What follows belongs to an exercise in optimizing a design on an open flow for small area; a production flow would make more cautious choices. Only simulation tests tie the RTL to the original design; equivalence was not proved. The flow treats the clock pin as an ideal source. Dropping or thinning the clock tree relies on that and would not hold on a real chip. Power and IR drop assume default switching activity.

== build 56 ==
Design DemoSequentialBreathing, start of the top module:
module DemoSequentialBreathing #(
  parameter IN_CLK_HZ = 400000,
  parameter DEPTH = 6
) (
  input  nreset,
  input  clk,
  output osc_en,
  output led_0,
  output led0_oe,
  output led_1,
  output led1_oe,
  output led_2,
  output led2_oe,
  output led_3,
  output led3_oe,
  output led_4,
  output led4_oe,
  output led_5,
  output led5_oe,
  output led_6,
  output led6_oe,
  output led_7,
  output led7_oe
);
clock: 5.0 ns
lec_check: 0
abc_area: 1
cap_margin: 20
core_margin: 2
core_utilization: 40
cts_buf_list: sky130_fd_sc_hd__clkbuf_8
slew_margin: 20
run.sh (not shown) runs the stock make flow with config.mk's settings and CLKGATE_MAP_FILE= SYNTH_SCRIPT=/design/flow/synth_recipe.tcl, a recipe that flattens the netlist after the stock synthesis.
Input changes introduced in build 27 (baseline for comparison: build 56):
Settings: removing ABC_AREA (formerly 1).
==> flow/flow/run.sh (new file) <==
#!/bin/bash
# Layout flow: the standard flow (standard.sh), with two changes:
#  - synthesis maps the logic with an area-oriented ABC script (flow/area.abc)
#    in place of ORFS's; everything else in synthesis is the standard flow's own script;
#  - the port buffers are sky130_fd_sc_hd__buf_1.
# Each tool's output goes to a log file in the work folder.
set -euo pipefail
W=$PWD
{
  echo 'proc abc {args} {'
  echo '  set i [lsearch -exact $args -script]'
  echo "  if {\$i >= 0} { lset args [expr {\$i + 1}] $W/flow/area.abc }"
  echo '  yosys abc {*}$args'
  echo '}'
  cat "$W/synth_recipe.tcl"
} > "$W/area_synth.tcl"
bash "$W/standard.sh" SYNTH_SCRIPT="$W/area_synth.tcl" \
  "BUFFER_PORTS_ARGS=-buffer_cell sky130_fd_sc_hd__buf_1" finish > "$W/flow.log" 2>&1
==> flow/flow/area.abc (new file) <==
strash
&get -n
&dch -f
&nf -p -a
&put
topo
==> flow/standard.sh (new file) <==
#!/bin/bash
# synth_recipe.tcl (not shown) runs the flow's synth.tcl, then flattens the netlist and writes it again
# the make line also repeats each setting of config.mk as NAME=value (left out here)
make -C /OpenROAD-flow-scripts/flow DESIGN_CONFIG=/design/flow/config.mk WORK_HOME=/design/flow/orfs CLKGATE_MAP_FILE= SYNTH_SCRIPT=/design/flow/synth_recipe.tcl "${@:-finish}"
removed: flow/run.sh
Notes after the runs:
Build 27 reports a higher time the final worst path needs with I/O delays and setup than build 56 does.
Re level count of the clock H-tree: no difference whatsoever between build 27 and build 56.
Compared with build 56, build 27 shows a register-to-register slack that is 0.06 ns lower.
NOTE: post-route clock period utilization in build 27 exceeds that of build 56
Re number of instances on the worst hold path: build 27 and build 56 aren't equal, and the lower value belongs to build 27.
Build 27 vs. build 56: critical path depth fell 1; area of the placeable core fell 11%.
Changes in build 38 relative to build 27:
==> flow/flow/run.sh <==
#!/bin/bash
# Layout flow: the standard flow (standard.sh), with these changes:
#  - synthesis maps the logic with an area-oriented ABC script (flow/area.abc)
#    in place of ORFS's; everything else in synthesis is the standard flow's own script;
#  - the port buffers are sky130_fd_sc_hd__buf_1;
#  - the clock tree is one clkbuf_16 driving all flip-flops (flow/post_cts.tcl),
#    with no dummy load cells.
# Each tool's output goes to a log file in the work folder (ORFS's own
# per-step logs are under orfs/logs).
set -euo pipefail
W=$PWD
{
  echo 'proc abc {args} {'
  echo '  set i [lsearch -exact $args -script]'
  echo "  if {\$i >= 0} { lset args [expr {\$i + 1}] $W/flow/area.abc }"
  echo '  yosys abc {*}$args'
  echo '}'
  cat "$W/synth_recipe.tcl"
} > "$W/area_synth.tcl"
bash "$W/standard.sh" SYNTH_SCRIPT="$W/area_synth.tcl" \
  "BUFFER_PORTS_ARGS=-buffer_cell sky130_fd_sc_hd__buf_1" \
  "CTS_ARGS=-sink_clustering_enable -repair_clock_nets -buf_list sky130_fd_sc_hd__clkbuf_8 -dont_use_dummy_load" \
  POST_CTS_TCL="$W/flow/post_cts.tcl" \
  finish > "$W/flow.log" 2>&1
==> flow/flow/post_cts.tcl (new file) <==
# Runs at the end of ORFS's CTS step (POST_CTS_TCL). The design has only 25
# flip-flops, so one clock buffer can drive them all: move the loads of the
# clock tree's second-level buffers onto the root buffer's net, remove those
# buffers, and size the root buffer to drive all the flip-flops.
set block [ord::get_db_block]
set port_net [[$block findBTerm clk] getNet]
set root ""
foreach it [$port_net getITerms] {
  if {[string match "sky130_fd_sc_hd__clkbuf_*" [[[$it getInst] getMaster] getName]]} {
    set root [$it getInst]
  }
}
if {$root eq ""} { error "post_cts: no root clock buffer" }
set root_net [[$root findITerm X] getNet]
foreach it [$root_net getITerms] {
  set inst [$it getInst]
  if {$inst == $root} continue
  if {![string match "sky130_fd_sc_hd__clkbuf_*" [[$inst getMaster] getName]]} continue
  set leaf_net [[$inst findITerm X] getNet]
  foreach lt [$leaf_net getITerms] {
    if {[$lt getInst] == $inst} continue
    $lt disconnect
    $lt connect $root_net
  }
  puts "post_cts: removing [$inst getName]"
  odb::dbInst_destroy $inst
  odb::dbNet_destroy $leaf_net
}
replace_cell [$root getName] sky130_fd_sc_hd__clkbuf_16
detailed_placement
check_placement -verbose
estimate_parasitics -placement
report_clock_skew
report_worst_slack -min
report_worst_slack -max
--- outcome ---
- Sort build 27 and build 38 by clock share of power, descending, and build 27 comes first.
- As far as sum of routed wire length over all layers goes, build 38 and build 27 are indistinguishable; the numbers are identical.
- In build 38, the required time of the worst setup path came out 0.10 ns below the value in build 27.
- Lower power among build 27 and build 38: build 38
Changes in build 34 relative to build 38:
Settings: putting PLACE_DENSITY at 0.8 where nothing was set; swapping 40 for 70 in CORE_UTILIZATION.
Build 34 closes out successfully: all stages finished, all timing, DRC and antenna checks passed. Between build 34 and build 38, total length of routed met2 wires is lower for build 38, build 34 comes in above that. Build 34 vs. build 38: area enclosed by the die boundary shrank by about 40%; area of all placed cells without fillers down 26 µm². [compare] base=build 38 new=build 34: post-synthesis adder-cell area fraction now sits at about the same level, net switching power of the design shrank by about 1.1%, clock network area share has remained practically unchanged, fraction of area in multi-input gates +0.87 points. Summary of build 34 over build 38: count of fill cells added during filler insertion saw a decrease; part of the total power dissipated in the clock network saw a decrease.

DemoSequentialBreathing, a different RTL version from the one above (not shown whole).
Size in the first run: about 25 flip-flops, ~19 I/O pins, roughly 0.0013 sq mm of cells after synthesis.
export LEC_CHECK = 0
export CAP_MARGIN = 20
export CORE_MARGIN = 2
export CORE_UTILIZATION = 40
export CTS_BUF_LIST = sky130_fd_sc_hd__clkbuf_8
export SLEW_MARGIN = 20
create_clock -name core_clock -period 5.0 [get_ports {clk}]
standard.sh (not shown) runs the stock make flow with config.mk's settings and CLKGATE_MAP_FILE= SYNTH_SCRIPT=/design/flow/synth_recipe.tcl, a recipe that flattens the netlist after the stock synthesis.
==> flow/flow/run.sh <==
#!/bin/bash
# Layout flow: the standard flow (standard.sh), with these changes:
#  - synthesis maps the logic with an area-oriented ABC script (flow/area.abc)
#    in place of ORFS's; everything else in synthesis is the standard flow's own script;
#  - the port buffers are sky130_fd_sc_hd__buf_1;
#  - the clock tree is one clkbuf_16 driving all flip-flops (flow/post_cts.tcl),
#    with no dummy load cells;
#  - the constant outputs share one tie cell (SKIP_REPAIR_TIE_FANOUT).
# Each tool's output goes to a log file in the work folder (ORFS's own
# per-step logs are under orfs/logs).
set -euo pipefail
W=$PWD
{
  echo 'proc abc {args} {'
  echo '  set i [lsearch -exact $args -script]'
  echo "  if {\$i >= 0} { lset args [expr {\$i + 1}] $W/flow/area.abc }"
  echo '  yosys abc {*}$args'
  echo '}'
  cat "$W/synth_recipe.tcl"
} > "$W/area_synth.tcl"
bash "$W/standard.sh" SYNTH_SCRIPT="$W/area_synth.tcl" \
  "BUFFER_PORTS_ARGS=-buffer_cell sky130_fd_sc_hd__buf_1" \
  "CTS_ARGS=-sink_clustering_enable -repair_clock_nets -buf_list sky130_fd_sc_hd__clkbuf_8 -dont_use_dummy_load" \
  POST_CTS_TCL="$W/flow/post_cts.tcl" \
  SKIP_REPAIR_TIE_FANOUT=1 \
  finish > "$W/flow.log" 2>&1
==> flow/flow/area.abc <==
strash
dc2
dc2
strash
&get -n
&dch -f
&nf -R 1000
&put
topo
Other scripts of this flow, unchanged in this note and not shown: flow/flow/post_cts.tcl
Then changed:
--- a/flow/flow/run.sh
+++ b/flow/flow/run.sh
@@ -8,3 +8 @@
-#  - the constant outputs share one tie cell (SKIP_REPAIR_TIE_FANOUT).
-# Each tool's output goes to a log file in the work folder (ORFS's own
-# per-step logs are under orfs/logs).
+#  - the constant outputs share one tie cell (SKIP_REPAIR_TIE_FANOUT);
@@ -25,0 +24 @@
+  REMOVE_ABC_BUFFERS=1 \
==> flow/flow/area.abc (replaced) <==
strash
dc2
dc2
strash
&get -n
&dch -f
&nf -R 1000
&put
topo
strash
dc2
&get -n
&dch -f
&nf -R 1000
&put
topo
- GPL_TIMING_DRIVEN: not set -> 0
Result: The new run finished with timing, DRC and antenna clean; combinational power goes down by about 10%; sequential share of layout area goes up by 0.34 points; maximum frequency goes up by 3.4%; worst hold slack gets worse by 21 ps.

DemoSequentialBreathing, a different RTL version from the one above (not shown whole).
Size: ~140 cells after synthesis, ~25 flip-flops, about 0.0013 mm2 of cells after synthesis.
==> flow/config.mk <==
export PLATFORM = sky130hd
export DESIGN_NAME = DemoSequentialBreathing
export DESIGN_NICKNAME = DemoSequentialBreathing
export VERILOG_FILES = /design/flow/design.v
export SDC_FILE = /design/flow/constraint.sdc
export NUM_CORES = 4
export LEC_CHECK = 0
export CAP_MARGIN = 20
export CORE_MARGIN = 2
export CORE_UTILIZATION = 40
export CTS_BUF_LIST = sky130_fd_sc_hd__clkbuf_8
export SLEW_MARGIN = 20
==> flow/constraint.sdc <==
create_clock -name core_clock -period 5.0 [get_ports {clk}]
set_input_delay 1.0000 -clock core_clock [delete_from_list [all_inputs] [get_ports {clk}]]
set_output_delay 1.0000 -clock core_clock [all_outputs]
set_load 0.01 [all_outputs]
==> flow/flow/run.sh <==
#!/bin/bash
# Layout flow: the standard flow (standard.sh), with these changes:
#  - synthesis maps the logic with an area-oriented ABC script (flow/area.abc)
#    in place of ORFS's; everything else in synthesis is the standard flow's own script;
#  - the port buffers are sky130_fd_sc_hd__buf_1;
#  - the clock tree is one clkbuf_16 driving all flip-flops (flow/post_cts.tcl),
#    with no dummy load cells.
# Each tool's output goes to a log file in the work folder (ORFS's own
# per-step logs are under orfs/logs).
set -euo pipefail
W=$PWD
{
  echo 'proc abc {args} {'
  echo '  set i [lsearch -exact $args -script]'
  echo "  if {\$i >= 0} { lset args [expr {\$i + 1}] $W/flow/area.abc }"
  echo '  yosys abc {*}$args'
  echo '}'
  cat "$W/synth_recipe.tcl"
} > "$W/area_synth.tcl"
bash "$W/standard.sh" SYNTH_SCRIPT="$W/area_synth.tcl" \
  "BUFFER_PORTS_ARGS=-buffer_cell sky130_fd_sc_hd__buf_1" \
  "CTS_ARGS=-sink_clustering_enable -repair_clock_nets -buf_list sky130_fd_sc_hd__clkbuf_8 -dont_use_dummy_load" \
  POST_CTS_TCL="$W/flow/post_cts.tcl" \
  finish > "$W/flow.log" 2>&1
==> flow/flow/area.abc <==
strash
dc2
dc2
strash
&get -n
&dch -f
&nf -R 1000
&put
topo
==> flow/flow/post_cts.tcl <==
# Runs at the end of ORFS's CTS step (POST_CTS_TCL). The design has only 25
# flip-flops, so one clock buffer can drive them all: move the loads of the
# clock tree's second-level buffers onto the root buffer's net, remove those
# buffers, and size the root buffer to drive all the flip-flops.
set block [ord::get_db_block]
set port_net [[$block findBTerm clk] getNet]
set root ""
foreach it [$port_net getITerms] {
  if {[string match "sky130_fd_sc_hd__clkbuf_*" [[[$it getInst] getMaster] getName]]} {
    set root [$it getInst]
  }
}
if {$root eq ""} { error "post_cts: no root clock buffer" }
set root_net [[$root findITerm X] getNet]
foreach it [$root_net getITerms] {
  set inst [$it getInst]
  if {$inst == $root} continue
  if {![string match "sky130_fd_sc_hd__clkbuf_*" [[$inst getMaster] getName]]} continue
  set leaf_net [[$inst findITerm X] getNet]
  foreach lt [$leaf_net getITerms] {
    if {[$lt getInst] == $inst} continue
    $lt disconnect
    $lt connect $root_net
  }
  puts "post_cts: removing [$inst getName]"
  odb::dbInst_destroy $inst
  odb::dbNet_destroy $leaf_net
}
replace_cell [$root getName] sky130_fd_sc_hd__clkbuf_16
detailed_placement
check_placement -verbose
estimate_parasitics -placement
report_clock_skew
report_worst_slack -min
report_worst_slack -max
The starting point passed the timing, DRC and antenna checks.
Then changed:
==> flow/flow/area.abc (replaced) <==
strash
&get -n
&dch -f
&nf -p -a
&put
topo
After rerunning: Routed wire length drops by 2.7%. Design area went up by 0.65%. Sequential cell count does not change. Global-route usage fell by 0.40 points. Setup slack improved by 41 ps. Maximum frequency rises by 0.92%. Hold slack stays flat. Via count goes down by about 3.7%. Clock power grows by about 1%. Count of clock-buffer cells in the layout stays the same.
Then changed:
--- a/flow/flow/run.sh
+++ b/flow/flow/run.sh
@@ -7 +7,2 @@
-#    with no dummy load cells.
+#    with no dummy load cells;
+#  - the constant outputs share one tie cell (SKIP_REPAIR_TIE_FANOUT).
@@ -23,0 +25 @@
+  SKIP_REPAIR_TIE_FANOUT=1 \
==> flow/flow/area.abc (replaced) <==
strash
dc2
dc2
strash
&get -n
&dch -f
&nf -R 1000
&put
topo
Combinational power rose by about 8%.
Design area drops by 2.9%.
First-iteration DRC count is higher by 5.4%.
Core utilization fell by 1.3 points.
Hold slack gets worse by 21 ps.
Routed wire length goes down by about 0.7%.
Global-route usage shrinks by 0.67 points.

==> re-timing with driven ports <==
No port has a modelled driver above. Below, the same layouts with a new extraction and two added sets of constraints. Step 1: set_driving_cell puts a clkbuf_16 on clk and a buf_2 on each other input, an assumption about the parent block. Step 2 moves the port delays by t, midway between the first and last clock arrival at a register: inputs arrive t later, outputs are due t later. That takes back most of the time a late clock gives input paths. Three values: ideal ports, drivers, drivers and shift; two values: the first two.
run | shift t [ns] | slack for setup (ns) | hold slack, ns | worst setup path at the end
build 56 | 0.295 | 0.351 / 0.351 / 0.351 | 0.594 / 0.594 / 0.594 | register to register
build 27 | 0.289 | 0.290 / 0.290 / 0.290 | 0.590 / 0.590 / 0.590 | register to register
build 38 | 0.187 | 0.302 / 0.302 / 0.302 | 0.594 / 0.594 / 0.594 | register to register
build 34 | 0.185 | 0.243 / 0.243 / 0.243 | 0.589 / 0.589 / 0.589 | register to register
the first run of note 2 | 0.186 | 0.439 / 0.439 / 0.439 | 0.571 / 0.571 / 0.571 | register to register
the second run of note 2 | 0.184 | 0.588 / 0.588 / 0.588 | 0.550 / 0.550 / 0.550 | register to register
the first run of note 3 | 0.183 | 0.538 / 0.538 / 0.538 | 0.562 / 0.562 / 0.562 | register to register
the second run of note 3 | 0.185 | 0.579 / 0.579 / 0.579 | 0.560 / 0.560 / 0.560 | register to register
the third run of note 3 | 0.182 | 0.452 / 0.452 / 0.452 | 0.539 / 0.539 / 0.539 | register to register
After both steps every run listed still meets setup and hold.
